Background: an optimization exercise with open tools, aiming at small area, a short achievable clock period and few clock cycles. Do not read the settings as production practice.
The RTL of this run was laid out without a check of its function.

==> design/flow/run.sh <==
#!/bin/bash
# synth_recipe.tcl (not shown) runs the flow's synth.tcl, then flattens the netlist and writes it again
# the make line also repeats each setting of config.mk as NAME=value (left out here)
make -C /OpenROAD-flow-scripts/flow DESIGN_CONFIG=/design/flow/config.mk WORK_HOME=/design/flow/orfs CLKGATE_MAP_FILE= SYNTH_SCRIPT=/design/flow/synth_recipe.tcl finish
==> design/flow/config.mk <==
export PLATFORM = sky130hd
export DESIGN_NAME = divider1
export DESIGN_NICKNAME = divider1
export VERILOG_FILES = /design/flow/design.v
export SDC_FILE = /design/flow/constraint.sdc
export NUM_CORES = 8
export LEC_CHECK = 0
export CAP_MARGIN = 50
export CORE_MARGIN = 2
export CORE_UTILIZATION = 40
export SLEW_MARGIN = 50
export SYNTH_HIERARCHICAL = 1
==> design/flow/constraint.sdc <==
create_clock -name core_clock -period 32.0 [get_ports {clk}]
set_input_delay 6.4000 -clock core_clock [delete_from_list [all_inputs] [get_ports {clk}]]
set_output_delay 6.4000 -clock core_clock [all_outputs]
set_load 0.01 [all_outputs]
==> design/flow/design.v <==
module D_FF (q, d, reset, clk);
	output logic q;
	input logic d, reset, clk;
	always_ff @(posedge clk)
		if (reset)
			q <= 0;  
		else
			q <= d;  
endmodule
module FF_en(q, d, en, reset, clk);
	output q;
	input d, en, reset, clk;
	wire dat;
	D_FF ff(.q, .d(dat), .reset, .clk);
	NAND_MUX_2x1 muxs(.out(dat), .select(en), .invSelect(~en), .in({d, q}));
endmodule
module NAND_MUX_2x1(out, select, invSelect, in);
	output out;
	input select, invSelect;
	input [1:0] in;
	wire one, zero;
	nand oneNand(one, select, in[1]);
	nand zeroNand(zero, invSelect, in[0]);
	nand sumNand(out, one, zero);
endmodule
module NAND_MUX_4x1(out, select, invSelect, in);
	output out;
	input [1:0] select, invSelect;
	input [3:0] in;
	wire three, two, one, zero;
	nand zeroNand(zero, in[0], invSelect[1], invSelect[0]);
	nand oneNand(one, in[1], invSelect[1], select[0]);
	nand twoNand(two, in[2], select[1], invSelect[0]);
	nand threeNand(three, in[3], select[1], select[0]);
	nand sumNand(out, three, two, one, zero);
endmodule
module adderC65 (val1, val2, Cin, valOut);
	input logic [64:0] val1, val2;
	input logic Cin;
	output logic [64:0] valOut; 
	logic [64:0] cinToCout;
	genvar i;
	generate
		for(i=0; i<64; i++) begin : eachAdder
			full_adder adder(.S(valOut[i+1]), .Cout(cinToCout[i+1]), .A(val1[i+1]), .B(val2[i+1]), .Cin(cinToCout[i]));
		end
	endgenerate
	full_adder startAdder(.S(valOut[0]), .Cout(cinToCout[0]), .A(val1[0]), .B(val2[0]), .Cin);
endmodule
module divider1(quotient, valid_out, divisor, dividend, valid_in, rst, clk);
  output [63:0] quotient;
  output valid_out;
  input [63:0] divisor, dividend;
  input valid_in, rst, clk;
  localparam int K    = 4;           
  localparam int SKIP = 2;           
  localparam int F    = K;           
  localparam int WW   = 67 + F;      
  logic          busy;
  logic          first;   
  logic          vo;      
  logic [WW-1:0] ws, wc;  
  logic [WW-1:0] rd;      
  logic [6:0]    la, lb;  
  logic [5:0]    sha, shb;  
  logic          bzr;     
  logic          sbn;     
  logic          neg;     
  logic [63:0]   q, qm;   
  logic [4:0]    cnt;     
  wire [63:0] ma;
  wire [6:0]  la_i, lb_i;
  wire        sa, sb, bz;
  srt_prep u_prep(.a(dividend), .b(divisor), .ma(ma), .la(la_i), .lb(lb_i), .sa(sa), .sb(sb), .bz(bz));
  wire [7:0] s = {1'b0, la} - {1'b0, lb};             
  wire       zq = s[7] | (la == 7'd0);                
  wire       quick = first & (zq | bzr);
  wire [7:0] s2 = s + 8'd2;                            
  wire [1:0] rpad = s2[1:0];                           
  wire [4:0] cyc1 = s2[6:2];                           
  wire [WW-1:0] w0, dn;
  srt_shift_a #(.WW(WW)) u_sha(.a(ws[63:0]), .sh(sha), .pad(rpad), .y(w0));
  srt_shift_d #(.WW(WW)) u_shd(.d(rd), .sh(shb), .en(first), .y(dn));
  wire [WW-1:0] s_ws [K+1];
  wire [WW-1:0] s_wc [K+1];
  wire [K-1:0]  dp, dneg;
  assign s_ws[0] = ws;
  assign s_wc[0] = wc;
  for (genvar j = 0; j < K; j++) begin : g_slot
    wire [WW-1:0] ows, owc;
    wire          p, n;
    srt_slot #(.WW(WW)) u_slot(.ws(s_ws[j]), .wc(s_wc[j]), .d(j < SKIP ? rd : dn), .dneg(sbn),
                               .ows(ows), .owc(owc), .p(p), .n(n));
    if (j < SKIP) begin : g_skip
      assign dp[K-1-j]   = p & ~first;
      assign dneg[K-1-j] = n & ~first;
      if (j == SKIP - 1) begin : g_in
        assign s_ws[j+1] = first ? w0 : ows;
        assign s_wc[j+1] = first ? '0 : owc;
      end else begin : g_pass
        assign s_ws[j+1] = ows;
        assign s_wc[j+1] = owc;
      end
    end else begin : g_run
      assign dp[K-1-j]   = p;
      assign dneg[K-1-j] = n;
      assign s_ws[j+1] = ows;
      assign s_wc[j+1] = owc;
    end
  end
  wire [63:0] q_n, qm_n;
  srt_otf #(.K(K)) u_otf(.q(q), .qm(qm), .p(dp), .n(dneg), .q_n(q_n), .qm_n(qm_n));
  srt_out #(.WW(WW)) u_out(.ws(ws), .wc(wc), .q(q), .qm(qm), .neg(neg), .y(quotient));
  assign valid_out = vo | quick;
  wire [4:0] cnow = first ? cyc1 : cnt;
  wire       last = (cnow == 5'd0);
  always_ff @(posedge clk) begin
    if (rst) begin
      busy  <= 1'b0;
      first <= 1'b0;
      vo    <= 1'b0;
    end else if (!busy) begin
      busy  <= valid_in;
      first <= valid_in;
      vo    <= 1'b0;
    end else begin
      busy  <= ~last & ~quick;
      first <= 1'b0;
      vo    <= last & ~quick;
    end
  end
  always_ff @(posedge clk) begin
    if (!busy) begin
      ws  <= WW'(ma);
      wc  <= '0;
      rd  <= WW'({{(WW-64){sb}}, divisor} << F);
      la  <= la_i;
      lb  <= lb_i;
      sha <= 6'(7'd64 - la_i);
      shb <= 6'(7'd64 - lb_i);
      bzr <= bz;
      sbn <= sb;
      neg <= bz ? ~sa : (sa ^ sb);
      q   <= {63'd0, bz};
      qm  <= {64{~bz}};
    end else begin
      ws  <= s_ws[K];
      wc  <= s_wc[K];
      rd  <= dn;
      cnt <= cnow - 1'b1;
      q   <= q_n;
      qm  <= qm_n;
    end
  end
endmodule
module srt_prep(input [63:0] a, input [63:0] b, output [63:0] ma, output [6:0] la, output [6:0] lb,
                output sa, output sb, output bz);
  function automatic logic [6:0] bitlen(input logic [63:0] x, input logic inc);
    logic [63:0] v; logic [6:0] p [64];
    for (int i = 0; i < 64; i++) begin v[i] = x[i]; p[i] = inc ? 7'(i + 2) : 7'(i + 1); end
    for (int l = 0; l < 6; l++) begin
      for (int i = 0; i < (32 >> l); i++) begin
        p[i] = v[2*i+1] ? p[2*i+1] : p[2*i];
        v[i] = v[2*i+1] | v[2*i];
      end
    end
    bitlen = v[0] ? p[0] : {6'd0, inc};
  endfunction
  assign sa = a[63];
  assign sb = b[63];
  assign ma = sa ? (64'd0 - a) : a;
  assign la = bitlen({1'b0, a[62:0] ^ a[63:1]}, sa);
  wire [6:0] lb0 = bitlen({1'b0, b[62:0] ^ b[63:1]}, 1'b0);
  assign bz = (b == 64'd0);
  assign lb = (lb0 == 7'd0) ? 7'd1 : lb0;
endmodule
module srt_shift_a #(parameter int WW = 71)(input [63:0] a, input [5:0] sh, input [1:0] pad,
                                            output [WW-1:0] y);
  wire [WW-1:0] t = WW'(a) << sh;
  assign y = t << pad;
endmodule
module srt_shift_d #(parameter int WW = 71)(input [WW-1:0] d, input [5:0] sh, input en,
                                            output [WW-1:0] y);
  assign y = d << (sh & {6{en}});
endmodule
module srt_slot #(parameter int WW = 71, parameter int TOP = 12)
  (input [WW-1:0] ws, input [WW-1:0] wc, input [WW-1:0] d, input dneg,
   output [WW-1:0] ows, output [WW-1:0] owc, output p, output n);
  wire [WW-1:0] a2 = {ws[WW-2:0], 1'b0};
  wire [WW-1:0] b2 = {wc[WW-2:0], 1'b0};
  wire kp_t, kn_t, kp_l, kn_l, p_l, n_l;
  srt_sel u_sel_t(.ws(ws[WW-2:WW-5]), .wc(wc[WW-2:WW-5]), .dneg(dneg), .p(p), .n(n), .kp(kp_t), .kn(kn_t));
  srt_sel u_sel_l(.ws(ws[WW-2:WW-5]), .wc(wc[WW-2:WW-5]), .dneg(dneg), .p(p_l), .n(n_l), .kp(kp_l), .kn(kn_l));
  wire [WW-1:0] mj;
  srt_csa #(.W(TOP)) u_csa_t(.a(a2[WW-1:WW-TOP]), .b(b2[WW-1:WW-TOP]), .d(d[WW-1:WW-TOP]),
                              .kp(kp_t), .kn(kn_t), .s(ows[WW-1:WW-TOP]), .c(mj[WW-1:WW-TOP]));
  srt_csa #(.W(WW-TOP)) u_csa_l(.a(a2[WW-TOP-1:0]), .b(b2[WW-TOP-1:0]), .d(d[WW-TOP-1:0]),
                                 .kp(kp_l), .kn(kn_l), .s(ows[WW-TOP-1:0]), .c(mj[WW-TOP-1:0]));
  assign owc = {mj[WW-2:0], kn_l};
endmodule
module srt_sel(input [3:0] ws, input [3:0] wc, input dneg, output p, output n, output kp, output kn);
  wire [3:0] y = ws + wc;
  wire       z = (y == 4'b1111);
  assign p = ~y[3];
  assign n = y[3] & ~z;
  wire   inv = p ^ dneg;
  assign kp = (p | n) & ~inv;
  assign kn = (p | n) & inv;
endmodule
module srt_csa #(parameter int W = 12)(input [W-1:0] a, input [W-1:0] b, input [W-1:0] d,
                                       input kp, input kn, output [W-1:0] s, output [W-1:0] c);
  for (genvar i = 0; i < W; i++) begin : g_b
    wire x = d[i] ? kp : kn;
    assign s[i] = a[i] ^ b[i] ^ x;
    assign c[i] = (a[i] & b[i]) | (a[i] & x) | (b[i] & x);
  end
endmodule
module srt_otf #(parameter int K = 4)(input [63:0] q, input [63:0] qm, input [K-1:0] p, input [K-1:0] n,
                                      output [63:0] q_n, output [63:0] qm_n);
  wire [K:0] v  = {1'b0, p} - {1'b0, n};        
  wire       vneg = v[K];
  wire       vpos = ~v[K] & (v != '0);
  wire [K-1:0] v1 = v[K-1:0] - 1'b1;
  assign q_n  = {(vneg ? qm[63-K:0] : q[63-K:0]), v[K-1:0]};
  assign qm_n = {(vpos ? q[63-K:0] : qm[63-K:0]), v1};
endmodule
module srt_out #(parameter int WW = 71)(input [WW-1:0] ws, input [WW-1:0] wc, input [63:0] q,
                                        input [63:0] qm, input neg, output logic [63:0] y);
  wire [WW-1:0] w = ws + wc;
  wire          wn = w[WW-1];
  wire [63:0]   nqm = ~qm + 64'd1;
  always_comb begin
    case ({wn, neg})
      2'b00: y = q;
      2'b01: y = ~qm;
      2'b10: y = qm;
      default: y = nqm;
    endcase
  end
endmodule
module full_adder(S, Cout, A, B, Cin);
	output S, Cout;
	input A, B, Cin;
	wire AB, AC, BC;
	xor sum(S, A, B, Cin);
	nand ab(AB, A, B);
	nand ac(AC, A, Cin);
	nand bc(BC, B, Cin);
	nand abc(Cout, AB, AC, BC);
endmodule
module mux_2x1_X65(outs, select, invSelect, ins);
	output [64:0] outs;
	input select, invSelect;
	input [1:0][64:0] ins;
		NAND_MUX_2x1 m7(.out(outs[7]), .select, .invSelect, .in({ins[1][7], ins[0][7]}));
	NAND_MUX_2x1 m6(.out(outs[6]), .select, .invSelect, .in({ins[1][6], ins[0][6]}));
	NAND_MUX_2x1 m5(.out(outs[5]), .select, .invSelect, .in({ins[1][5], ins[0][5]}));
	NAND_MUX_2x1 m4(.out(outs[4]), .select, .invSelect, .in({ins[1][4], ins[0][4]}));
	NAND_MUX_2x1 m3(.out(outs[3]), .select, .invSelect, .in({ins[1][3], ins[0][3]}));
	NAND_MUX_2x1 m2(.out(outs[2]), .select, .invSelect, .in({ins[1][2], ins[0][2]}));
	NAND_MUX_2x1 m1(.out(outs[1]), .select, .invSelect, .in({ins[1][1], ins[0][1]}));
	NAND_MUX_2x1 m0(.out(outs[0]), .select, .invSelect, .in({ins[1][0], ins[0][0]}));
		NAND_MUX_2x1 m15(.out(outs[15]), .select, .invSelect, .in({ins[1][15], ins[0][15]}));
	NAND_MUX_2x1 m14(.out(outs[14]), .select, .invSelect, .in({ins[1][14], ins[0][14]}));
	NAND_MUX_2x1 m13(.out(outs[13]), .select, .invSelect, .in({ins[1][13], ins[0][13]}));
	NAND_MUX_2x1 m12(.out(outs[12]), .select, .invSelect, .in({ins[1][12], ins[0][12]}));
	NAND_MUX_2x1 m11(.out(outs[11]), .select, .invSelect, .in({ins[1][11], ins[0][11]}));
	NAND_MUX_2x1 m10(.out(outs[10]), .select, .invSelect, .in({ins[1][10], ins[0][10]}));
	NAND_MUX_2x1 m9(.out(outs[9]), .select, .invSelect, .in({ins[1][9], ins[0][9]}));
	NAND_MUX_2x1 m8(.out(outs[8]), .select, .invSelect, .in({ins[1][8], ins[0][8]}));
		NAND_MUX_2x1 m23(.out(outs[23]), .select, .invSelect, .in({ins[1][23], ins[0][23]}));
	NAND_MUX_2x1 m22(.out(outs[22]), .select, .invSelect, .in({ins[1][22], ins[0][22]}));
	NAND_MUX_2x1 m21(.out(outs[21]), .select, .invSelect, .in({ins[1][21], ins[0][21]}));
	NAND_MUX_2x1 m20(.out(outs[20]), .select, .invSelect, .in({ins[1][20], ins[0][20]}));
	NAND_MUX_2x1 m19(.out(outs[19]), .select, .invSelect, .in({ins[1][19], ins[0][19]}));
	NAND_MUX_2x1 m18(.out(outs[18]), .select, .invSelect, .in({ins[1][18], ins[0][18]}));
	NAND_MUX_2x1 m17(.out(outs[17]), .select, .invSelect, .in({ins[1][17], ins[0][17]}));
	NAND_MUX_2x1 m16(.out(outs[16]), .select, .invSelect, .in({ins[1][16], ins[0][16]}));
		NAND_MUX_2x1 m31(.out(outs[31]), .select, .invSelect, .in({ins[1][31], ins[0][31]}));
	NAND_MUX_2x1 m30(.out(outs[30]), .select, .invSelect, .in({ins[1][30], ins[0][30]}));
	NAND_MUX_2x1 m29(.out(outs[29]), .select, .invSelect, .in({ins[1][29], ins[0][29]}));
	NAND_MUX_2x1 m28(.out(outs[28]), .select, .invSelect, .in({ins[1][28], ins[0][28]}));
	NAND_MUX_2x1 m27(.out(outs[27]), .select, .invSelect, .in({ins[1][27], ins[0][27]}));
	NAND_MUX_2x1 m26(.out(outs[26]), .select, .invSelect, .in({ins[1][26], ins[0][26]}));
	NAND_MUX_2x1 m25(.out(outs[25]), .select, .invSelect, .in({ins[1][25], ins[0][25]}));
	NAND_MUX_2x1 m24(.out(outs[24]), .select, .invSelect, .in({ins[1][24], ins[0][24]}));
		NAND_MUX_2x1 m39(.out(outs[39]), .select, .invSelect, .in({ins[1][39], ins[0][39]}));
	NAND_MUX_2x1 m38(.out(outs[38]), .select, .invSelect, .in({ins[1][38], ins[0][38]}));
	NAND_MUX_2x1 m37(.out(outs[37]), .select, .invSelect, .in({ins[1][37], ins[0][37]}));
	NAND_MUX_2x1 m36(.out(outs[36]), .select, .invSelect, .in({ins[1][36], ins[0][36]}));
	NAND_MUX_2x1 m35(.out(outs[35]), .select, .invSelect, .in({ins[1][35], ins[0][35]}));
	NAND_MUX_2x1 m34(.out(outs[34]), .select, .invSelect, .in({ins[1][34], ins[0][34]}));
	NAND_MUX_2x1 m33(.out(outs[33]), .select, .invSelect, .in({ins[1][33], ins[0][33]}));
	NAND_MUX_2x1 m32(.out(outs[32]), .select, .invSelect, .in({ins[1][32], ins[0][32]}));
		NAND_MUX_2x1 m47(.out(outs[47]), .select, .invSelect, .in({ins[1][47], ins[0][47]}));
	NAND_MUX_2x1 m46(.out(outs[46]), .select, .invSelect, .in({ins[1][46], ins[0][46]}));
	NAND_MUX_2x1 m45(.out(outs[45]), .select, .invSelect, .in({ins[1][45], ins[0][45]}));
	NAND_MUX_2x1 m44(.out(outs[44]), .select, .invSelect, .in({ins[1][44], ins[0][44]}));
	NAND_MUX_2x1 m43(.out(outs[43]), .select, .invSelect, .in({ins[1][43], ins[0][43]}));
	NAND_MUX_2x1 m42(.out(outs[42]), .select, .invSelect, .in({ins[1][42], ins[0][42]}));
	NAND_MUX_2x1 m41(.out(outs[41]), .select, .invSelect, .in({ins[1][41], ins[0][41]}));
	NAND_MUX_2x1 m40(.out(outs[40]), .select, .invSelect, .in({ins[1][40], ins[0][40]}));
		NAND_MUX_2x1 m55(.out(outs[55]), .select, .invSelect, .in({ins[1][55], ins[0][55]}));
	NAND_MUX_2x1 m54(.out(outs[54]), .select, .invSelect, .in({ins[1][54], ins[0][54]}));
	NAND_MUX_2x1 m53(.out(outs[53]), .select, .invSelect, .in({ins[1][53], ins[0][53]}));
	NAND_MUX_2x1 m52(.out(outs[52]), .select, .invSelect, .in({ins[1][52], ins[0][52]}));
	NAND_MUX_2x1 m51(.out(outs[51]), .select, .invSelect, .in({ins[1][51], ins[0][51]}));
	NAND_MUX_2x1 m50(.out(outs[50]), .select, .invSelect, .in({ins[1][50], ins[0][50]}));
	NAND_MUX_2x1 m49(.out(outs[49]), .select, .invSelect, .in({ins[1][49], ins[0][49]}));
	NAND_MUX_2x1 m48(.out(outs[48]), .select, .invSelect, .in({ins[1][48], ins[0][48]}));
		NAND_MUX_2x1 m63(.out(outs[63]), .select, .invSelect, .in({ins[1][63], ins[0][63]}));
	NAND_MUX_2x1 m62(.out(outs[62]), .select, .invSelect, .in({ins[1][62], ins[0][62]}));
	NAND_MUX_2x1 m61(.out(outs[61]), .select, .invSelect, .in({ins[1][61], ins[0][61]}));
	NAND_MUX_2x1 m60(.out(outs[60]), .select, .invSelect, .in({ins[1][60], ins[0][60]}));
	NAND_MUX_2x1 m59(.out(outs[59]), .select, .invSelect, .in({ins[1][59], ins[0][59]}));
	NAND_MUX_2x1 m58(.out(outs[58]), .select, .invSelect, .in({ins[1][58], ins[0][58]}));
	NAND_MUX_2x1 m57(.out(outs[57]), .select, .invSelect, .in({ins[1][57], ins[0][57]}));
	NAND_MUX_2x1 m56(.out(outs[56]), .select, .invSelect, .in({ins[1][56], ins[0][56]}));
		NAND_MUX_2x1 m64(.out(outs[64]), .select, .invSelect, .in({ins[1][64], ins[0][64]}));
endmodule
module mux_4x1_X65(outs, select, invSelect, ins);
	output [64:0] outs;
	input [1:0] select, invSelect;
	input [3:0][64:0] ins;
		NAND_MUX_4x1 m7(.out(outs[7]), .select, .invSelect, .in({ins[3][7], ins[2][7], ins[1][7], ins[0][7]}));
	NAND_MUX_4x1 m6(.out(outs[6]), .select, .invSelect, .in({ins[3][6], ins[2][6], ins[1][6], ins[0][6]}));
	NAND_MUX_4x1 m5(.out(outs[5]), .select, .invSelect, .in({ins[3][5], ins[2][5], ins[1][5], ins[0][5]}));
	NAND_MUX_4x1 m4(.out(outs[4]), .select, .invSelect, .in({ins[3][4], ins[2][4], ins[1][4], ins[0][4]}));
	NAND_MUX_4x1 m3(.out(outs[3]), .select, .invSelect, .in({ins[3][3], ins[2][3], ins[1][3], ins[0][3]}));
	NAND_MUX_4x1 m2(.out(outs[2]), .select, .invSelect, .in({ins[3][2], ins[2][2], ins[1][2], ins[0][2]}));
	NAND_MUX_4x1 m1(.out(outs[1]), .select, .invSelect, .in({ins[3][1], ins[2][1], ins[1][1], ins[0][1]}));
	NAND_MUX_4x1 m0(.out(outs[0]), .select, .invSelect, .in({ins[3][0], ins[2][0], ins[1][0], ins[0][0]}));
		NAND_MUX_4x1 m15(.out(outs[15]), .select, .invSelect, .in({ins[3][15], ins[2][15], ins[1][7], ins[0][15]}));
	NAND_MUX_4x1 m14(.out(outs[14]), .select, .invSelect, .in({ins[3][14], ins[2][14], ins[1][7], ins[0][14]}));
	NAND_MUX_4x1 m13(.out(outs[13]), .select, .invSelect, .in({ins[3][13], ins[2][13], ins[1][7], ins[0][13]}));
	NAND_MUX_4x1 m12(.out(outs[12]), .select, .invSelect, .in({ins[3][12], ins[2][12], ins[1][7], ins[0][12]}));
	NAND_MUX_4x1 m11(.out(outs[11]), .select, .invSelect, .in({ins[3][11], ins[2][11], ins[1][7], ins[0][11]}));
	NAND_MUX_4x1 m10(.out(outs[10]), .select, .invSelect, .in({ins[3][10], ins[2][10], ins[1][7], ins[0][10]}));
	NAND_MUX_4x1 m9(.out(outs[9]), .select, .invSelect, .in({ins[3][9], ins[2][9], ins[1][7], ins[0][9]}));
	NAND_MUX_4x1 m8(.out(outs[8]), .select, .invSelect, .in({ins[3][8], ins[2][8], ins[1][7], ins[0][8]}));
		NAND_MUX_4x1 m23(.out(outs[23]), .select, .invSelect, .in({ins[3][23], ins[2][23], ins[1][23], ins[0][23]}));
	NAND_MUX_4x1 m22(.out(outs[22]), .select, .invSelect, .in({ins[3][22], ins[2][22], ins[1][22], ins[0][22]}));
	NAND_MUX_4x1 m21(.out(outs[21]), .select, .invSelect, .in({ins[3][21], ins[2][21], ins[1][21], ins[0][21]}));
	NAND_MUX_4x1 m20(.out(outs[20]), .select, .invSelect, .in({ins[3][20], ins[2][20], ins[1][20], ins[0][20]}));
	NAND_MUX_4x1 m19(.out(outs[19]), .select, .invSelect, .in({ins[3][19], ins[2][19], ins[1][19], ins[0][19]}));
	NAND_MUX_4x1 m18(.out(outs[18]), .select, .invSelect, .in({ins[3][18], ins[2][18], ins[1][18], ins[0][18]}));
	NAND_MUX_4x1 m17(.out(outs[17]), .select, .invSelect, .in({ins[3][17], ins[2][17], ins[1][17], ins[0][17]}));
	NAND_MUX_4x1 m16(.out(outs[16]), .select, .invSelect, .in({ins[3][16], ins[2][16], ins[1][16], ins[0][16]}));
		NAND_MUX_4x1 m31(.out(outs[31]), .select, .invSelect, .in({ins[3][31], ins[2][31], ins[1][31], ins[0][31]}));
	NAND_MUX_4x1 m30(.out(outs[30]), .select, .invSelect, .in({ins[3][30], ins[2][30], ins[1][30], ins[0][30]}));
	NAND_MUX_4x1 m29(.out(outs[29]), .select, .invSelect, .in({ins[3][29], ins[2][29], ins[1][29], ins[0][29]}));
	NAND_MUX_4x1 m28(.out(outs[28]), .select, .invSelect, .in({ins[3][28], ins[2][28], ins[1][28], ins[0][28]}));
	NAND_MUX_4x1 m27(.out(outs[27]), .select, .invSelect, .in({ins[3][27], ins[2][27], ins[1][27], ins[0][27]}));
	NAND_MUX_4x1 m26(.out(outs[26]), .select, .invSelect, .in({ins[3][26], ins[2][26], ins[1][26], ins[0][26]}));
	NAND_MUX_4x1 m25(.out(outs[25]), .select, .invSelect, .in({ins[3][25], ins[2][25], ins[1][25], ins[0][25]}));
	NAND_MUX_4x1 m24(.out(outs[24]), .select, .invSelect, .in({ins[3][24], ins[2][24], ins[1][24], ins[0][24]}));
		NAND_MUX_4x1 m39(.out(outs[39]), .select, .invSelect, .in({ins[3][39], ins[2][39], ins[1][39], ins[0][39]}));
	NAND_MUX_4x1 m38(.out(outs[38]), .select, .invSelect, .in({ins[3][38], ins[2][38], ins[1][38], ins[0][38]}));
	NAND_MUX_4x1 m37(.out(outs[37]), .select, .invSelect, .in({ins[3][37], ins[2][37], ins[1][37], ins[0][37]}));
	NAND_MUX_4x1 m36(.out(outs[36]), .select, .invSelect, .in({ins[3][36], ins[2][36], ins[1][36], ins[0][36]}));
	NAND_MUX_4x1 m35(.out(outs[35]), .select, .invSelect, .in({ins[3][35], ins[2][35], ins[1][35], ins[0][35]}));
	NAND_MUX_4x1 m34(.out(outs[34]), .select, .invSelect, .in({ins[3][34], ins[2][34], ins[1][34], ins[0][34]}));
	NAND_MUX_4x1 m33(.out(outs[33]), .select, .invSelect, .in({ins[3][33], ins[2][33], ins[1][33], ins[0][33]}));
	NAND_MUX_4x1 m32(.out(outs[32]), .select, .invSelect, .in({ins[3][32], ins[2][32], ins[1][32], ins[0][32]}));
		NAND_MUX_4x1 m47(.out(outs[47]), .select, .invSelect, .in({ins[3][47], ins[2][47], ins[1][47], ins[0][47]}));
	NAND_MUX_4x1 m46(.out(outs[46]), .select, .invSelect, .in({ins[3][46], ins[2][46], ins[1][46], ins[0][46]}));
	NAND_MUX_4x1 m45(.out(outs[45]), .select, .invSelect, .in({ins[3][45], ins[2][45], ins[1][45], ins[0][45]}));
	NAND_MUX_4x1 m44(.out(outs[44]), .select, .invSelect, .in({ins[3][44], ins[2][44], ins[1][44], ins[0][44]}));
	NAND_MUX_4x1 m43(.out(outs[43]), .select, .invSelect, .in({ins[3][43], ins[2][43], ins[1][43], ins[0][43]}));
	NAND_MUX_4x1 m42(.out(outs[42]), .select, .invSelect, .in({ins[3][42], ins[2][42], ins[1][42], ins[0][42]}));
	NAND_MUX_4x1 m41(.out(outs[41]), .select, .invSelect, .in({ins[3][41], ins[2][41], ins[1][41], ins[0][41]}));
	NAND_MUX_4x1 m40(.out(outs[40]), .select, .invSelect, .in({ins[3][40], ins[2][40], ins[1][40], ins[0][40]}));
		NAND_MUX_4x1 m55(.out(outs[55]), .select, .invSelect, .in({ins[3][55], ins[2][55], ins[1][55], ins[0][55]}));
	NAND_MUX_4x1 m54(.out(outs[54]), .select, .invSelect, .in({ins[3][54], ins[2][54], ins[1][54], ins[0][54]}));
	NAND_MUX_4x1 m53(.out(outs[53]), .select, .invSelect, .in({ins[3][53], ins[2][53], ins[1][53], ins[0][53]}));
	NAND_MUX_4x1 m52(.out(outs[52]), .select, .invSelect, .in({ins[3][52], ins[2][52], ins[1][52], ins[0][52]}));
	NAND_MUX_4x1 m51(.out(outs[51]), .select, .invSelect, .in({ins[3][51], ins[2][51], ins[1][51], ins[0][51]}));
	NAND_MUX_4x1 m50(.out(outs[50]), .select, .invSelect, .in({ins[3][50], ins[2][50], ins[1][50], ins[0][50]}));
	NAND_MUX_4x1 m49(.out(outs[49]), .select, .invSelect, .in({ins[3][49], ins[2][49], ins[1][49], ins[0][49]}));
	NAND_MUX_4x1 m48(.out(outs[48]), .select, .invSelect, .in({ins[3][48], ins[2][48], ins[1][48], ins[0][48]}));
		NAND_MUX_4x1 m63(.out(outs[63]), .select, .invSelect, .in({ins[3][63], ins[2][63], ins[1][63], ins[0][63]}));
	NAND_MUX_4x1 m62(.out(outs[62]), .select, .invSelect, .in({ins[3][62], ins[2][62], ins[1][62], ins[0][62]}));
	NAND_MUX_4x1 m61(.out(outs[61]), .select, .invSelect, .in({ins[3][61], ins[2][61], ins[1][61], ins[0][61]}));
	NAND_MUX_4x1 m60(.out(outs[60]), .select, .invSelect, .in({ins[3][60], ins[2][60], ins[1][60], ins[0][60]}));
	NAND_MUX_4x1 m59(.out(outs[59]), .select, .invSelect, .in({ins[3][59], ins[2][59], ins[1][59], ins[0][59]}));
	NAND_MUX_4x1 m58(.out(outs[58]), .select, .invSelect, .in({ins[3][58], ins[2][58], ins[1][58], ins[0][58]}));
	NAND_MUX_4x1 m57(.out(outs[57]), .select, .invSelect, .in({ins[3][57], ins[2][57], ins[1][57], ins[0][57]}));
	NAND_MUX_4x1 m56(.out(outs[56]), .select, .invSelect, .in({ins[3][56], ins[2][56], ins[1][56], ins[0][56]}));
		NAND_MUX_4x1 m64(.out(outs[64]), .select, .invSelect, .in({ins[3][64], ins[2][64], ins[1][64], ins[0][64]}));
endmodule
module norifier(outs, ins1, ins0);
	output [63:0] outs;
	input [63:0] ins1, ins0;
		nor oa7(outs[7], ins1[7], ins0[7]);
	nor oa6(outs[6], ins1[6], ins0[6]);
	nor oa5(outs[5], ins1[5], ins0[5]);
	nor oa4(outs[4], ins1[4], ins0[4]);
	nor oa3(outs[3], ins1[3], ins0[3]);
	nor oa2(outs[2], ins1[2], ins0[2]);
	nor oa1(outs[1], ins1[1], ins0[1]);
	nor oa0(outs[0], ins1[0], ins0[0]);
		nor oa15(outs[15], ins1[15], ins0[15]);
	nor oa14(outs[14], ins1[14], ins0[14]);
	nor oa13(outs[13], ins1[13], ins0[13]);
	nor oa12(outs[12], ins1[12], ins0[12]);
	nor oa11(outs[11], ins1[11], ins0[11]);
	nor oa10(outs[10], ins1[10], ins0[10]);
	nor oa9(outs[9], ins1[9], ins0[9]);
	nor oa8(outs[8], ins1[8], ins0[8]);
		nor oa23(outs[23], ins1[23], ins0[23]);
	nor oa22(outs[22], ins1[22], ins0[22]);
	nor oa21(outs[21], ins1[21], ins0[21]);
	nor oa20(outs[20], ins1[20], ins0[20]);
	nor oa19(outs[19], ins1[19], ins0[19]);
	nor oa18(outs[18], ins1[18], ins0[18]);
	nor oa17(outs[17], ins1[17], ins0[17]);
	nor oa16(outs[16], ins1[16], ins0[16]);
		nor oa31(outs[31], ins1[31], ins0[31]);
	nor oa30(outs[30], ins1[30], ins0[30]);
	nor oa29(outs[29], ins1[29], ins0[29]);
	nor oa28(outs[28], ins1[28], ins0[28]);
	nor oa27(outs[27], ins1[27], ins0[27]);
	nor oa26(outs[26], ins1[26], ins0[26]);
	nor oa25(outs[25], ins1[25], ins0[25]);
	nor oa24(outs[24], ins1[24], ins0[24]);
		nor oa39(outs[39], ins1[39], ins0[39]);
	nor oa38(outs[38], ins1[38], ins0[38]);
	nor oa37(outs[37], ins1[37], ins0[37]);
	nor oa36(outs[36], ins1[36], ins0[36]);
	nor oa35(outs[35], ins1[35], ins0[35]);
	nor oa34(outs[34], ins1[34], ins0[34]);
	nor oa33(outs[33], ins1[33], ins0[33]);
	nor oa32(outs[32], ins1[32], ins0[32]);
		nor oa47(outs[47], ins1[47], ins0[47]);
	nor oa46(outs[46], ins1[46], ins0[46]);
	nor oa45(outs[45], ins1[45], ins0[45]);
	nor oa44(outs[44], ins1[44], ins0[44]);
	nor oa43(outs[43], ins1[43], ins0[43]);
	nor oa42(outs[42], ins1[42], ins0[42]);
	nor oa41(outs[41], ins1[41], ins0[41]);
	nor oa40(outs[40], ins1[40], ins0[40]);
		nor oa55(outs[55], ins1[55], ins0[55]);
	nor oa54(outs[54], ins1[54], ins0[54]);
	nor oa53(outs[53], ins1[53], ins0[53]);
	nor oa52(outs[52], ins1[52], ins0[52]);
	nor oa51(outs[51], ins1[51], ins0[51]);
	nor oa50(outs[50], ins1[50], ins0[50]);
	nor oa49(outs[49], ins1[49], ins0[49]);
	nor oa48(outs[48], ins1[48], ins0[48]);
		nor oa63(outs[63], ins1[63], ins0[63]);
	nor oa62(outs[62], ins1[62], ins0[62]);
	nor oa61(outs[61], ins1[61], ins0[61]);
	nor oa60(outs[60], ins1[60], ins0[60]);
	nor oa59(outs[59], ins1[59], ins0[59]);
	nor oa58(outs[58], ins1[58], ins0[58]);
	nor oa57(outs[57], ins1[57], ins0[57]);
	nor oa56(outs[56], ins1[56], ins0[56]);
endmodule
module registerX64(outs, ins, en, rst, clk);
	output [63:0] outs;
	input [63:0] ins;
	input en, rst, clk;
		FF_en r7(.q(outs[7]), .d(ins[7]), .en, .reset(rst), .clk);
	FF_en r6(.q(outs[6]), .d(ins[6]), .en, .reset(rst), .clk);
	FF_en r5(.q(outs[5]), .d(ins[5]), .en, .reset(rst), .clk);
	FF_en r4(.q(outs[4]), .d(ins[4]), .en, .reset(rst), .clk);
	FF_en r3(.q(outs[3]), .d(ins[3]), .en, .reset(rst), .clk);
	FF_en r2(.q(outs[2]), .d(ins[2]), .en, .reset(rst), .clk);
	FF_en r1(.q(outs[1]), .d(ins[1]), .en, .reset(rst), .clk);
	FF_en r0(.q(outs[0]), .d(ins[0]), .en, .reset(rst), .clk);
		FF_en r15(.q(outs[15]), .d(ins[15]), .en, .reset(rst), .clk);
	FF_en r14(.q(outs[14]), .d(ins[14]), .en, .reset(rst), .clk);
	FF_en r13(.q(outs[13]), .d(ins[13]), .en, .reset(rst), .clk);
	FF_en r12(.q(outs[12]), .d(ins[12]), .en, .reset(rst), .clk);
	FF_en r11(.q(outs[11]), .d(ins[11]), .en, .reset(rst), .clk);
	FF_en r10(.q(outs[10]), .d(ins[10]), .en, .reset(rst), .clk);
	FF_en r9(.q(outs[9]), .d(ins[9]), .en, .reset(rst), .clk);
	FF_en r8(.q(outs[8]), .d(ins[8]), .en, .reset(rst), .clk);
		FF_en r23(.q(outs[23]), .d(ins[23]), .en, .reset(rst), .clk);
	FF_en r22(.q(outs[22]), .d(ins[22]), .en, .reset(rst), .clk);
	FF_en r21(.q(outs[21]), .d(ins[21]), .en, .reset(rst), .clk);
	FF_en r20(.q(outs[20]), .d(ins[20]), .en, .reset(rst), .clk);
	FF_en r19(.q(outs[19]), .d(ins[19]), .en, .reset(rst), .clk);
	FF_en r18(.q(outs[18]), .d(ins[18]), .en, .reset(rst), .clk);
	FF_en r17(.q(outs[17]), .d(ins[17]), .en, .reset(rst), .clk);
	FF_en r16(.q(outs[16]), .d(ins[16]), .en, .reset(rst), .clk);
		FF_en r31(.q(outs[31]), .d(ins[31]), .en, .reset(rst), .clk);
	FF_en r30(.q(outs[30]), .d(ins[30]), .en, .reset(rst), .clk);
	FF_en r29(.q(outs[29]), .d(ins[29]), .en, .reset(rst), .clk);
	FF_en r28(.q(outs[28]), .d(ins[28]), .en, .reset(rst), .clk);
	FF_en r27(.q(outs[27]), .d(ins[27]), .en, .reset(rst), .clk);
	FF_en r26(.q(outs[26]), .d(ins[26]), .en, .reset(rst), .clk);
	FF_en r25(.q(outs[25]), .d(ins[25]), .en, .reset(rst), .clk);
	FF_en r24(.q(outs[24]), .d(ins[24]), .en, .reset(rst), .clk);
		FF_en r39(.q(outs[39]), .d(ins[39]), .en, .reset(rst), .clk);
	FF_en r38(.q(outs[38]), .d(ins[38]), .en, .reset(rst), .clk);
	FF_en r37(.q(outs[37]), .d(ins[37]), .en, .reset(rst), .clk);
	FF_en r36(.q(outs[36]), .d(ins[36]), .en, .reset(rst), .clk);
	FF_en r35(.q(outs[35]), .d(ins[35]), .en, .reset(rst), .clk);
	FF_en r34(.q(outs[34]), .d(ins[34]), .en, .reset(rst), .clk);
	FF_en r33(.q(outs[33]), .d(ins[33]), .en, .reset(rst), .clk);
	FF_en r32(.q(outs[32]), .d(ins[32]), .en, .reset(rst), .clk);
		FF_en r47(.q(outs[47]), .d(ins[47]), .en, .reset(rst), .clk);
	FF_en r46(.q(outs[46]), .d(ins[46]), .en, .reset(rst), .clk);
	FF_en r45(.q(outs[45]), .d(ins[45]), .en, .reset(rst), .clk);
	FF_en r44(.q(outs[44]), .d(ins[44]), .en, .reset(rst), .clk);
	FF_en r43(.q(outs[43]), .d(ins[43]), .en, .reset(rst), .clk);
	FF_en r42(.q(outs[42]), .d(ins[42]), .en, .reset(rst), .clk);
	FF_en r41(.q(outs[41]), .d(ins[41]), .en, .reset(rst), .clk);
	FF_en r40(.q(outs[40]), .d(ins[40]), .en, .reset(rst), .clk);
		FF_en r55(.q(outs[55]), .d(ins[55]), .en, .reset(rst), .clk);
	FF_en r54(.q(outs[54]), .d(ins[54]), .en, .reset(rst), .clk);
	FF_en r53(.q(outs[53]), .d(ins[53]), .en, .reset(rst), .clk);
	FF_en r52(.q(outs[52]), .d(ins[52]), .en, .reset(rst), .clk);
	FF_en r51(.q(outs[51]), .d(ins[51]), .en, .reset(rst), .clk);
	FF_en r50(.q(outs[50]), .d(ins[50]), .en, .reset(rst), .clk);
	FF_en r49(.q(outs[49]), .d(ins[49]), .en, .reset(rst), .clk);
	FF_en r48(.q(outs[48]), .d(ins[48]), .en, .reset(rst), .clk);
		FF_en r63(.q(outs[63]), .d(ins[63]), .en, .reset(rst), .clk);
	FF_en r62(.q(outs[62]), .d(ins[62]), .en, .reset(rst), .clk);
	FF_en r61(.q(outs[61]), .d(ins[61]), .en, .reset(rst), .clk);
	FF_en r60(.q(outs[60]), .d(ins[60]), .en, .reset(rst), .clk);
	FF_en r59(.q(outs[59]), .d(ins[59]), .en, .reset(rst), .clk);
	FF_en r58(.q(outs[58]), .d(ins[58]), .en, .reset(rst), .clk);
	FF_en r57(.q(outs[57]), .d(ins[57]), .en, .reset(rst), .clk);
	FF_en r56(.q(outs[56]), .d(ins[56]), .en, .reset(rst), .clk);
endmodule
module registerX65(outs, ins, en, rst, clk);
	output [64:0] outs;
	input [64:0] ins;
	input en, rst, clk;
		FF_en r7(.q(outs[7]), .d(ins[7]), .en, .reset(rst), .clk);
	FF_en r6(.q(outs[6]), .d(ins[6]), .en, .reset(rst), .clk);
	FF_en r5(.q(outs[5]), .d(ins[5]), .en, .reset(rst), .clk);
	FF_en r4(.q(outs[4]), .d(ins[4]), .en, .reset(rst), .clk);
	FF_en r3(.q(outs[3]), .d(ins[3]), .en, .reset(rst), .clk);
	FF_en r2(.q(outs[2]), .d(ins[2]), .en, .reset(rst), .clk);
	FF_en r1(.q(outs[1]), .d(ins[1]), .en, .reset(rst), .clk);
	FF_en r0(.q(outs[0]), .d(ins[0]), .en, .reset(rst), .clk);
		FF_en r15(.q(outs[15]), .d(ins[15]), .en, .reset(rst), .clk);
	FF_en r14(.q(outs[14]), .d(ins[14]), .en, .reset(rst), .clk);
	FF_en r13(.q(outs[13]), .d(ins[13]), .en, .reset(rst), .clk);
	FF_en r12(.q(outs[12]), .d(ins[12]), .en, .reset(rst), .clk);
	FF_en r11(.q(outs[11]), .d(ins[11]), .en, .reset(rst), .clk);
	FF_en r10(.q(outs[10]), .d(ins[10]), .en, .reset(rst), .clk);
	FF_en r9(.q(outs[9]), .d(ins[9]), .en, .reset(rst), .clk);
	FF_en r8(.q(outs[8]), .d(ins[8]), .en, .reset(rst), .clk);
		FF_en r23(.q(outs[23]), .d(ins[23]), .en, .reset(rst), .clk);
	FF_en r22(.q(outs[22]), .d(ins[22]), .en, .reset(rst), .clk);
	FF_en r21(.q(outs[21]), .d(ins[21]), .en, .reset(rst), .clk);
	FF_en r20(.q(outs[20]), .d(ins[20]), .en, .reset(rst), .clk);
	FF_en r19(.q(outs[19]), .d(ins[19]), .en, .reset(rst), .clk);
	FF_en r18(.q(outs[18]), .d(ins[18]), .en, .reset(rst), .clk);
	FF_en r17(.q(outs[17]), .d(ins[17]), .en, .reset(rst), .clk);
	FF_en r16(.q(outs[16]), .d(ins[16]), .en, .reset(rst), .clk);
		FF_en r31(.q(outs[31]), .d(ins[31]), .en, .reset(rst), .clk);
	FF_en r30(.q(outs[30]), .d(ins[30]), .en, .reset(rst), .clk);
	FF_en r29(.q(outs[29]), .d(ins[29]), .en, .reset(rst), .clk);
	FF_en r28(.q(outs[28]), .d(ins[28]), .en, .reset(rst), .clk);
	FF_en r27(.q(outs[27]), .d(ins[27]), .en, .reset(rst), .clk);
	FF_en r26(.q(outs[26]), .d(ins[26]), .en, .reset(rst), .clk);
	FF_en r25(.q(outs[25]), .d(ins[25]), .en, .reset(rst), .clk);
	FF_en r24(.q(outs[24]), .d(ins[24]), .en, .reset(rst), .clk);
		FF_en r39(.q(outs[39]), .d(ins[39]), .en, .reset(rst), .clk);
	FF_en r38(.q(outs[38]), .d(ins[38]), .en, .reset(rst), .clk);
	FF_en r37(.q(outs[37]), .d(ins[37]), .en, .reset(rst), .clk);
	FF_en r36(.q(outs[36]), .d(ins[36]), .en, .reset(rst), .clk);
	FF_en r35(.q(outs[35]), .d(ins[35]), .en, .reset(rst), .clk);
	FF_en r34(.q(outs[34]), .d(ins[34]), .en, .reset(rst), .clk);
	FF_en r33(.q(outs[33]), .d(ins[33]), .en, .reset(rst), .clk);
	FF_en r32(.q(outs[32]), .d(ins[32]), .en, .reset(rst), .clk);
		FF_en r47(.q(outs[47]), .d(ins[47]), .en, .reset(rst), .clk);
	FF_en r46(.q(outs[46]), .d(ins[46]), .en, .reset(rst), .clk);
	FF_en r45(.q(outs[45]), .d(ins[45]), .en, .reset(rst), .clk);
	FF_en r44(.q(outs[44]), .d(ins[44]), .en, .reset(rst), .clk);
	FF_en r43(.q(outs[43]), .d(ins[43]), .en, .reset(rst), .clk);
	FF_en r42(.q(outs[42]), .d(ins[42]), .en, .reset(rst), .clk);
	FF_en r41(.q(outs[41]), .d(ins[41]), .en, .reset(rst), .clk);
	FF_en r40(.q(outs[40]), .d(ins[40]), .en, .reset(rst), .clk);
		FF_en r55(.q(outs[55]), .d(ins[55]), .en, .reset(rst), .clk);
	FF_en r54(.q(outs[54]), .d(ins[54]), .en, .reset(rst), .clk);
	FF_en r53(.q(outs[53]), .d(ins[53]), .en, .reset(rst), .clk);
	FF_en r52(.q(outs[52]), .d(ins[52]), .en, .reset(rst), .clk);
	FF_en r51(.q(outs[51]), .d(ins[51]), .en, .reset(rst), .clk);
	FF_en r50(.q(outs[50]), .d(ins[50]), .en, .reset(rst), .clk);
	FF_en r49(.q(outs[49]), .d(ins[49]), .en, .reset(rst), .clk);
	FF_en r48(.q(outs[48]), .d(ins[48]), .en, .reset(rst), .clk);
		FF_en r63(.q(outs[63]), .d(ins[63]), .en, .reset(rst), .clk);
	FF_en r62(.q(outs[62]), .d(ins[62]), .en, .reset(rst), .clk);
	FF_en r61(.q(outs[61]), .d(ins[61]), .en, .reset(rst), .clk);
	FF_en r60(.q(outs[60]), .d(ins[60]), .en, .reset(rst), .clk);
	FF_en r59(.q(outs[59]), .d(ins[59]), .en, .reset(rst), .clk);
	FF_en r58(.q(outs[58]), .d(ins[58]), .en, .reset(rst), .clk);
	FF_en r57(.q(outs[57]), .d(ins[57]), .en, .reset(rst), .clk);
	FF_en r56(.q(outs[56]), .d(ins[56]), .en, .reset(rst), .clk);
		FF_en r64(.q(outs[64]), .d(ins[64]), .en, .reset(rst), .clk);
endmodule
module xnorifier(outs, ins1, ins0);
	output [63:0] outs;
	input [63:0] ins1, ins0;
		xnor  xoa7(outs[7], ins1[7], ins0[7]);
	xnor xoa6(outs[6], ins1[6], ins0[6]);
	xnor xoa5(outs[5], ins1[5], ins0[5]);
	xnor xoa4(outs[4], ins1[4], ins0[4]);
	xnor xoa3(outs[3], ins1[3], ins0[3]);
	xnor xoa2(outs[2], ins1[2], ins0[2]);
	xnor xoa1(outs[1], ins1[1], ins0[1]);
	xnor xoa0(outs[0], ins1[0], ins0[0]);
		xnor xoa15(outs[15], ins1[15], ins0[15]);
	xnor xoa14(outs[14], ins1[14], ins0[14]);
	xnor xoa13(outs[13], ins1[13], ins0[13]);
	xnor xoa12(outs[12], ins1[12], ins0[12]);
	xnor xoa11(outs[11], ins1[11], ins0[11]);
	xnor xoa10(outs[10], ins1[10], ins0[10]);
	xnor xoa9(outs[9], ins1[9], ins0[9]);
	xnor xoa8(outs[8], ins1[8], ins0[8]);
		xnor xoa23(outs[23], ins1[23], ins0[23]);
	xnor xoa22(outs[22], ins1[22], ins0[22]);
	xnor xoa21(outs[21], ins1[21], ins0[21]);
	xnor xoa20(outs[20], ins1[20], ins0[20]);
	xnor xoa19(outs[19], ins1[19], ins0[19]);
	xnor xoa18(outs[18], ins1[18], ins0[18]);
	xnor xoa17(outs[17], ins1[17], ins0[17]);
	xnor xoa16(outs[16], ins1[16], ins0[16]);
		xnor xoa31(outs[31], ins1[31], ins0[31]);
	xnor xoa30(outs[30], ins1[30], ins0[30]);
	xnor xoa29(outs[29], ins1[29], ins0[29]);
	xnor xoa28(outs[28], ins1[28], ins0[28]);
	xnor xoa27(outs[27], ins1[27], ins0[27]);
	xnor xoa26(outs[26], ins1[26], ins0[26]);
	xnor xoa25(outs[25], ins1[25], ins0[25]);
	xnor xoa24(outs[24], ins1[24], ins0[24]);
		xnor xoa39(outs[39], ins1[39], ins0[39]);
	xnor xoa38(outs[38], ins1[38], ins0[38]);
	xnor xoa37(outs[37], ins1[37], ins0[37]);
	xnor xoa36(outs[36], ins1[36], ins0[36]);
	xnor xoa35(outs[35], ins1[35], ins0[35]);
	xnor xoa34(outs[34], ins1[34], ins0[34]);
	xnor xoa33(outs[33], ins1[33], ins0[33]);
	xnor xoa32(outs[32], ins1[32], ins0[32]);
		xnor xoa47(outs[47], ins1[47], ins0[47]);
	xnor xoa46(outs[46], ins1[46], ins0[46]);
	xnor xoa45(outs[45], ins1[45], ins0[45]);
	xnor xoa44(outs[44], ins1[44], ins0[44]);
	xnor xoa43(outs[43], ins1[43], ins0[43]);
	xnor xoa42(outs[42], ins1[42], ins0[42]);
	xnor xoa41(outs[41], ins1[41], ins0[41]);
	xnor xoa40(outs[40], ins1[40], ins0[40]);
		xnor xoa55(outs[55], ins1[55], ins0[55]);
	xnor xoa54(outs[54], ins1[54], ins0[54]);
	xnor xoa53(outs[53], ins1[53], ins0[53]);
	xnor xoa52(outs[52], ins1[52], ins0[52]);
	xnor xoa51(outs[51], ins1[51], ins0[51]);
	xnor xoa50(outs[50], ins1[50], ins0[50]);
	xnor xoa49(outs[49], ins1[49], ins0[49]);
	xnor xoa48(outs[48], ins1[48], ins0[48]);
		xnor xoa63(outs[63], ins1[63], ins0[63]);
	xnor xoa62(outs[62], ins1[62], ins0[62]);
	xnor xoa61(outs[61], ins1[61], ins0[61]);
	xnor xoa60(outs[60], ins1[60], ins0[60]);
	xnor xoa59(outs[59], ins1[59], ins0[59]);
	xnor xoa58(outs[58], ins1[58], ins0[58]);
	xnor xoa57(outs[57], ins1[57], ins0[57]);
	xnor xoa56(outs[56], ins1[56], ins0[56]);
endmodule
==> flow_summary_export.csv <==
group,metric,value,unit
cts,htree_num_levels,2,
final_layout,design_area,54100,um^2
floorplanning,core,121000,um^2
synth,synth_area,48800,um^2
setup_path,start_kind,"register",
floorplanning,start_util,40.2,%
hold_path,min_from,"q[57]$_SDFF_PN0_",
synth,synth_warnings,11,
final_layout,fin_nets,5749,
setup_path,cp_slowest_cell,"buf_4",
place,postPlaceCellArea,52100,um^2
place,hpwl,147000,um
cts,root_buffer,"clkbuf_16",
drt,finalWirelength,194000,um
timing,fin_crit,12.17,ns
setup_path,required,32.55,ns
flow_run,maxCapViolations,0,
setup_path,rr_worst_depth,41,
final_layout,mostFrequentLayoutCell,"mux2_2",
setup_path,crit_cells,41,
cts,numClockSinks,376,
final_layout,area_growth,10.9,%
setup_path,slowest_delay,0.66,ns
setup_path,r2r-end,"qm[57]$_DFF_P_",
floorplanning,die_h,353,um
setup_path,timing.rr.start,"ws[66]$_SDFF_PN0_",
timing,post-route-period-util,38.0,%
setup_path,crit_start,"ws[66]$_SDFF_PN0_",
setup_path,cp_max_fo,61,
drt,drc,0,
cts,cts_made_buffers,50,
final_layout,layout_common_cells,"mux2_2, dfxtp_1, nor2_1",
timing,fin_ws,19.83,ns
global_routing,grt_max_degree,109,
status,status,"no timing/DRC/antenna violations",
place,gp_congestion,1.08,
place,dp.cells,6648,
cts,tritoncts,"built",
global_routing,grt.total_usage,30.1,%
setup_path,critPathArrivalTime,12.72,ns
cts,clk_pin_slew_worst_paths,0.06,ns
drt,antenna_left,0,
setup_path,cp-endpoint,"qm[57]$_DFF_P_",
floorplanning,chipWidth,353,um
drt,vias_per_cell,6.33,
global_routing,overflow,0,
global_routing,antenna_found_initial,17,
setup_path,crit_path_end_kind,"register",
timing,hold_viol_final,0,
cts,cts_setup_buffers,0,
timing,fin_skew,0.0495,ns
timing,rsz0062_at_grt,"no",
global_routing,grt_pass1_wl,284000,um
drt,drtIter0Drc,4614,
place,pre_cts_slack,19.72,ns
setup_path,r2r_setup_slack,19.83,ns
place,portBuffers,195,
cts,clockBufferDepth,3,
setup_path,critPathKind,"register to register",
timing,finalSetupViolations,0,
floorplanning,die_area,125000,um^2
timing,slew_headroom,39.5,%
drt,routedWlPerCell,28.7,um
final_layout,drive_above_1_share,23.1,%
setup_path,cp_top_family,"adder cells",
timing,max_slew.worst_pin.slew,0.901,ns
global_routing,grt_pass1_vias,42000,
timing,fmax,0.0822,GHz
synth,avgSynthCellArea,9.64,um^2
cts,clk_latency,0.69,ns
setup_path,cp_num_buf_inv,7,
timing,holdWs,0.614,ns
timing,fin_setup_tns,0,ns
cts,hold_buffers,0,
cts,cts_resized,0,
floorplanning,io_pins,196,
final_layout,fin_cells,6751,
synth,synthCells,5065,
floorplanning,rows,128,
setup_path,crit_path_frequent_cell,"fa_1",
drt,vias,42700,
hold_path,min_path_type,"register to register",
drt,dr.pass1.iters,8,
timing,slew_viol_final,0,
per-stage QoR:
step	util (%)
finish	44.6
global route	44.6
CTS	44.5
detailed placement	42.9
global placement	42.7
floorplan	-
flip-flops by register name, summed over array words and instances, names as in the netlist, 7 cells and up:
register  count
rd           71
wc           71
ws           71
q            64
qm           64
la            7
lb            7
tightest hold or removal path, stage by stage (launching register included):
cell and delay (ns):
dfxtp_1 0.35, mux2_4 0.15, a21o_1 0.10
cell type report:
cell class | instances | area, um^2
Clock buffer | 69 | 1440
Clock inverter | 23 | 410
Inverter | 259 | 990
Timing Repair Buffer | 327 | 3060
Multi-Input combinational cell | 4063 | 38300
Fill cell | 11800 | 67300
Antenna cell | 9 | 22.5
Sequential cell | 376 | 7860
Tap cell | 1625 | 2030
how the worst min path moves through the flow:
stage                            end  slack, ns  depth (start not counted)
finish                qm[61]$_DFF_P_       0.61                          2
global route        cnt[4]$_DFFE_PP_       0.65                          0
CTS                   qm[62]$_DFF_P_       0.62                          2
detailed placement    qm[62]$_DFF_P_       0.60                          2
global placement      qm[63]$_DFF_P_       0.59                          2
floorplan           cnt[0]$_DFFE_PP_       0.53                          0
routing by layer:
metal	up-vias	GRT usage [%]	part of all wire (%)
met5	-	0	0.040
li1	18700	-	-
met1	21000	36.8	38
met4	12	22.5	8.9
met3	639	7.22	9.3
met2	2331	46.1	44

static timing again, ports no longer ideal:
The flow's constraints put no driver on any port. The routed layout listed below was extracted and timed again, unchanged, in two steps. Step 1 assumes that a clkbuf_16 drives the clock port and a buf_2 every other input. Step 2 times the ports against the registers' clock, not the clock port: input delays grow and output delays shrink by t, the midpoint of the rising clock arrivals with the driver on. Slacks: no drivers / after step 1 / after step 2; pairs: no drivers / after step 1.
shift t [ns]: 0.737
setup WS [ns]: 19.833 / 19.833 / 19.833
hold slack, ns: 0.614 / 0.614 / 0.614
cell pins on the clock port's net: 1
After both steps this run still meets setup and hold. For this run, drivers alone change the setup slack by 0.000 ns; drivers and shift together by 0.000 ns.
